Background: an optimization exercise with open tools, aiming at small area and a short achievable clock period. Do not read the settings as production practice.
At most, simulation tests tie the RTL to the original design; equivalence was not proved.
Power and IR drop assume default switching activity.

Design fifo_sync, start of the top module:
module fifo_sync #(
  parameter int WIDTH = 32,
  parameter int DEPTH = 16
)(
  input  logic              clk,
  input  logic              rst_n,
  input  logic              in_valid,
  output logic              in_ready,
  input  logic [WIDTH-1:0]  in_data,
  output logic              out_valid,
  input  logic              out_ready,
  output logic [WIDTH-1:0]  out_data,
  output logic              full,
  output logic              empty,
  output logic [$clog2(DEPTH+1)-1:0] count
);
For scale: about 1100 cells after synthesis, about 550 flip-flops, ~77 I/O pins, ~21000 um^2 of cells after synthesis.
==> flow/config.mk <==
export PLATFORM = sky130hd
export DESIGN_NAME = fifo_sync
export DESIGN_NICKNAME = fifo_sync
export VERILOG_FILES = /design/flow/design.v
export SDC_FILE = /design/flow/constraint.sdc
export NUM_CORES = 4
export LEC_CHECK = 0
export CAP_MARGIN = 20
export CORE_MARGIN = 2
export CORE_UTILIZATION = 62
export CTS_CLUSTER_DIAMETER = 100
export CTS_CLUSTER_SIZE = 28
export SETUP_SLACK_MARGIN = 1.95
export SLEW_MARGIN = 20
==> flow/constraint.sdc <==
create_clock -name core_clock -period 3.8 [get_ports {clk}]
set_input_delay 0.7600 -clock core_clock [delete_from_list [all_inputs] [get_ports {clk}]]
set_output_delay 0.7600 -clock core_clock [all_outputs]
set_load 0.01 [all_outputs]
standard.sh (not shown) runs the stock make flow with config.mk's settings and CLKGATE_MAP_FILE= SYNTH_SCRIPT=/design/flow/synth_recipe.tcl, a recipe that flattens the netlist after the stock synthesis.
==> flow/flow/run.sh <==
#!/bin/bash
# The standard layout (the standard.sh: standard synthesis and ORFS flow,
# unchanged), except that the port buffers that ORFS inserts before global
# placement are the smallest buffer instead of ORFS's default choice
# (clkdlybuf4s50_1). Repair still resizes them as timing needs.
set -euo pipefail
export BUFFER_PORTS_ARGS="-buffer_cell sky130_fd_sc_hd__buf_1"
bash standard.sh > standard.log 2>&1
The baseline finished clean.
Edit:
==> flow/run.sh (new file) <==
#!/bin/bash
# synth_recipe.tcl (not shown) runs the flow's synth.tcl, then flattens the netlist and writes it again
# the make line also repeats each setting of config.mk as NAME=value (left out here)
make -C /OpenROAD-flow-scripts/flow DESIGN_CONFIG=/design/flow/config.mk WORK_HOME=/design/flow/orfs CLKGATE_MAP_FILE= SYNTH_SCRIPT=/design/flow/synth_recipe.tcl finish
Settings changed: CORE_UTILIZATION 62 to 55, CTS_CLUSTER_SIZE 28 to 24, SETUP_SLACK_MARGIN 1.95 to 1.9.
removed: flow/flow/run.sh
removed: flow/standard.sh
The new run finished with timing, DRC and antenna clean.
Worst hold slack is better by 0.15 ns.
Die area goes up by about 12%.
Power goes up by about 0.37%.
Worst setup slack is worse by 0.0067 ns.
Design area goes up by about 0.7%.
Register-to-register slack is worse by 0.02 ns.
Wire length goes down by 0.45%.
Sequential power stays flat.
Function was not checked in any run of this note: the RTL went through the layout flow alone.

The RTL this note starts from:
==> flow/design.v <==
module fifo_sync #(
  parameter int WIDTH = 32,
  parameter int DEPTH = 16
)(
  input  logic              clk,
  input  logic              rst_n,
  input  logic              in_valid,
  output logic              in_ready,
  input  logic [WIDTH-1:0]  in_data,
  output logic              out_valid,
  input  logic              out_ready,
  output logic [WIDTH-1:0]  out_data,
  output logic              full,
  output logic              empty,
  output logic [$clog2(DEPTH+1)-1:0] count
);
  localparam int CW = $clog2(DEPTH+1);
  localparam int NS = DEPTH - 1;           
  logic [WIDTH-1:0] mem [NS];
  logic [WIDTH-1:0] head;
  logic [NS-1:0]    wsel;                  
  logic             wsel_n0;               
  logic [NS-1:1]    wsel_hi;
  assign wsel = {wsel_hi, ~wsel_n0};
  logic [NS-1:0]    roh;                   
  logic             roh_n0;                
  logic [NS-1:1]    roh_hi;
  assign roh = {roh_hi, ~roh_n0};
  logic [CW-1:0]    cnt;
  logic             full_r, vld_r, ge2_r;   
  logic push, pop, ram_push, ram_pop, head_en;
  assign push     = in_valid & ~full_r;
  assign pop      = out_ready & vld_r;
  assign ram_push = push & vld_r & ~(~ge2_r & out_ready);
  assign ram_pop  = out_ready & ge2_r;
  assign head_en  = ~vld_r | out_ready;
  logic [NS-1:0] rsel;
  assign rsel = roh & {NS{ge2_r}};
  for (genvar g = 0; g < NS; g++) begin : slot
    logic [WIDTH-1:0] q;
    always_ff @(posedge clk) begin
      if (wsel[g]) q <= in_data;
    end
    assign mem[g] = q;
  end
  logic [WIDTH-1:0] head_d;
  always_comb begin
    head_d = ({WIDTH{~head_en}} & head) |
             ({WIDTH{head_en & ~ge2_r}} & in_data);
    for (int i = 0; i < NS; i++)
      head_d = head_d | ({WIDTH{head_en & rsel[i]}} & mem[i]);
  end
  always_ff @(posedge clk) begin
    head <= head_d;
  end
  always_ff @(posedge clk or negedge rst_n) begin
    if (!rst_n) begin
      roh_n0 <= 1'b0;
      roh_hi <= '0;
    end else begin
      if (ram_pop) begin
        roh_n0 <= ~roh[NS-1];
        roh_hi <= roh[NS-2:0];
      end
    end
  end
  logic [CW-1:0] cnt_inc, cnt_dec, cnt_d;
  logic          is1, is15, ge3;
  assign cnt_inc = cnt + 1'b1;
  assign cnt_dec = cnt - 1'b1;
  assign is1     = (cnt == 1);
  assign is15    = (cnt == DEPTH - 1);
  assign ge3     = (cnt >= 3);
  logic full_d, vld_d, ge2_d;
  always_comb begin
    cnt_d  = cnt;
    full_d = full_r;
    vld_d  = vld_r;
    ge2_d  = ge2_r;
    if (push & ~pop) begin
      cnt_d  = cnt_inc;
      full_d = is15;
      vld_d  = 1'b1;
      ge2_d  = vld_r;
    end else if (pop & ~push) begin
      cnt_d  = cnt_dec;
      full_d = 1'b0;
      vld_d  = ~is1;
      ge2_d  = ge3;
    end
  end
  logic vld_o, nvld_o, full_o, nfull_o;
  always_ff @(posedge clk or negedge rst_n) begin
    if (!rst_n) begin
      vld_o   <= 1'b0;
      nvld_o  <= 1'b0;
      full_o  <= 1'b0;
      nfull_o <= 1'b0;
    end else begin
      vld_o   <= push | (vld_r & ~(pop & is1));
      nvld_o  <= push ? 1'b1 : (pop ? ~is1 : vld_r);
      full_o  <= ~pop & (full_r | (push & is15));
      nfull_o <= pop ? 1'b0 : (push ? is15 : full_r);
    end
  end
  always_ff @(posedge clk or negedge rst_n) begin
    if (!rst_n) begin
      cnt    <= '0;
      full_r <= 1'b0;
      vld_r  <= 1'b0;
      ge2_r  <= 1'b0;
    end else begin
      cnt    <= cnt_d;
      full_r <= full_d;
      vld_r  <= vld_d;
      ge2_r  <= ge2_d;
    end
  end
  logic [NS-1:0] wcur, wnext;
  assign wcur  = full_r ? roh : wsel;
  assign wnext = (ram_push ? {wcur[NS-2:0], wcur[NS-1]} : wcur) & {NS{~full_d}};
  always_ff @(posedge clk or negedge rst_n) begin
    if (!rst_n) begin
      wsel_n0 <= 1'b0;
      wsel_hi <= '0;
    end else begin
      wsel_n0 <= ~wnext[0];
      wsel_hi <= wnext[NS-1:1];
    end
  end
  logic [CW-1:0] cnt_o;
  logic          up, dn;
  assign up = push & ~pop;
  assign dn = pop & ~push;
  always_ff @(posedge clk or negedge rst_n) begin
    if (!rst_n) cnt_o <= '0;
    else        cnt_o <= cnt + {{(CW-1){dn}}, up | dn};
  end
  assign out_data  = head;
  assign count     = cnt_o;
  assign full      = full_o;
  assign empty     = ~nvld_o;
  assign in_ready  = ~nfull_o;
  assign out_valid = vld_o;
endmodule
==> flow/config.mk <==
export PLATFORM = sky130hd
export DESIGN_NAME = fifo_sync
export DESIGN_NICKNAME = fifo_sync
export VERILOG_FILES = /design/flow/design.v
export SDC_FILE = /design/flow/constraint.sdc
export NUM_CORES = 4
export LEC_CHECK = 0
export CAP_MARGIN = 20
export CORE_MARGIN = 2
export CORE_UTILIZATION = 70
export CTS_CLUSTER_DIAMETER = 100
export CTS_CLUSTER_SIZE = 28
export SETUP_SLACK_MARGIN = 1.95
export SLEW_MARGIN = 20
==> flow/constraint.sdc <==
create_clock -name core_clock -period 3.8 [get_ports {clk}]
set_input_delay 0.7600 -clock core_clock [delete_from_list [all_inputs] [get_ports {clk}]]
set_output_delay 0.7600 -clock core_clock [all_outputs]
set_load 0.01 [all_outputs]
==> flow/flow/run.sh <==
#!/bin/bash
# The standard layout (the standard.sh: standard synthesis and ORFS flow,
# unchanged), except that the port buffers that ORFS inserts before global
# placement are the smallest buffer instead of ORFS's default choice
# (clkdlybuf4s50_1). Repair still resizes them as timing needs.
set -euo pipefail
export BUFFER_PORTS_ARGS="-buffer_cell sky130_fd_sc_hd__buf_1"
bash standard.sh > standard.log 2>&1
The baseline ran to the end with no violations.
Rerun with:
==> flow/run.sh (new file) <==
#!/bin/bash
# synth_recipe.tcl (not shown) runs the flow's synth.tcl, then flattens the netlist and writes it again
# the make line also repeats each setting of config.mk as NAME=value (left out here)
make -C /OpenROAD-flow-scripts/flow DESIGN_CONFIG=/design/flow/config.mk WORK_HOME=/design/flow/orfs CLKGATE_MAP_FILE= SYNTH_SCRIPT=/design/flow/synth_recipe.tcl finish
CORE_UTILIZATION = 55   (was 70)
CTS_CLUSTER_SIZE = 24   (was 28)
SETUP_SLACK_MARGIN = 1.9   (was 1.95)
removed: flow/flow/run.sh
removed: flow/standard.sh
Non-clock buffer count decreases by 10. Clock power increases by 12%. Design area increases by 1.4%. Critical path depth decreases by 8.
Rerun with:
==> flow/flow/run.sh (new file) <==
#!/bin/bash
# The standard layout (the standard.sh: standard synthesis and ORFS flow,
# unchanged), except that the port buffers that ORFS inserts before global
# placement are the smallest buffer instead of ORFS's default choice
# (clkdlybuf4s50_1). Repair still resizes them as timing needs.
set -euo pipefail
export BUFFER_PORTS_ARGS="-buffer_cell sky130_fd_sc_hd__buf_1"
bash standard.sh > standard.log 2>&1
==> flow/standard.sh (new file) <==
#!/bin/bash
# synth_recipe.tcl (not shown) runs the flow's synth.tcl, then flattens the netlist and writes it again
# the make line also repeats each setting of config.mk as NAME=value (left out here)
make -C /OpenROAD-flow-scripts/flow DESIGN_CONFIG=/design/flow/config.mk WORK_HOME=/design/flow/orfs CLKGATE_MAP_FILE= SYNTH_SCRIPT=/design/flow/synth_recipe.tcl "${@:-finish}"
CORE_UTILIZATION = 62   (was 55)
CTS_CLUSTER_SIZE = 28   (was 24)
SETUP_SLACK_MARGIN = 1.95   (was 1.9)
removed: flow/run.sh
After rerunning: Routed wire length goes up by about 0.7%; synthesized cell count does not change; cell area goes down by about 1%; clock-buffer cell count goes down by 7; setup slack hardly moves; synthesized area stays the same.
Rerun with:
--- a/flow/flow/run.sh
+++ b/flow/flow/run.sh
@@ -4,5 +4,7 @@
 # placement are the smallest buffer instead of ORFS's default choice
-# (clkdlybuf4s50_1). Repair still resizes them as timing needs.
+# (clkdlybuf4s50_1), and ORFS's power recovery after global routing
+# (RECOVER_POWER, percent of paths with positive slack) is on.
 set -euo pipefail
 export BUFFER_PORTS_ARGS="-buffer_cell sky130_fd_sc_hd__buf_1"
+export RECOVER_POWER=50
 bash standard.sh > standard.log 2>&1
CORE_UTILIZATION = 55   (was 62)
The changed run completed and failed the layout checks on max-capacitance violations, max-slew violations.
Critical path depth stays the same.
Synthesized cell count does not change.
Cell count rises by 1.6%.
Rerun with:
==> flow/flow/run.sh (replaced) <==
#!/bin/bash
# The standard layout (the standard.sh: standard synthesis and ORFS flow,
# unchanged), except that the port buffers that ORFS inserts before global
# placement are the smallest buffer instead of ORFS's default choice
# (clkdlybuf4s50_1). Repair still resizes them as timing needs.
set -euo pipefail
export BUFFER_PORTS_ARGS="-buffer_cell sky130_fd_sc_hd__buf_1"
bash standard.sh > standard.log 2>&1
Result: The changed run produced a clean layout; final area stays flat; routed wire length barely changes; setup slack is better by 0.38 ns; maximum frequency came out higher by 20%; sequential share of layout area hardly moves; count of clock-buffer cells in the layout does not change; final cell count does not change.

[re-timing with driven ports]
The flow's constraints put no driver on any port. The routed layouts listed below were extracted and timed again, unchanged, in two steps.
Step 1: set_driving_cell puts a clkbuf_16 on clk and a buf_2 on each other input, an assumption about the parent block.
Step 2 adds t to the input delays and takes it off the output delays; t is the mean of the earliest and latest rising clock arrival at the registers after step 1. Input paths then give back, and output paths get back, about the clock's delay inside the block.
Slacks: ideal / step 1 / step 2; pairs: ideal / step 1.
run	t, ns	setup WS [ns]	slew at the worst register clock pin (ns)
the first run of note 1	0.611	1.920 / 1.867 / 1.429	0.11 / 0.11
the second run of note 1	0.615	1.914 / 1.860 / 1.353	0.10 / 0.10
the first run of note 2	0.603	1.909 / 1.879 / 1.413	0.11 / 0.11
the second run of note 2	0.626	1.923 / 1.870 / 1.383	0.10 / 0.10
the third run of note 2	0.611	1.921 / 1.867 / 1.410	0.11 / 0.11
the fourth run of note 2	0.621	1.557 / 1.577 / 0.956	0.11 / 0.11
the fifth run of note 2	0.617	1.934 / 1.881 / 1.430	0.11 / 0.11
The setup slack of the fourth run of note 2, which loses most, moves by +0.020 ns with the drivers and by -0.601 ns with both steps. Setup slack includes reset recovery checks.
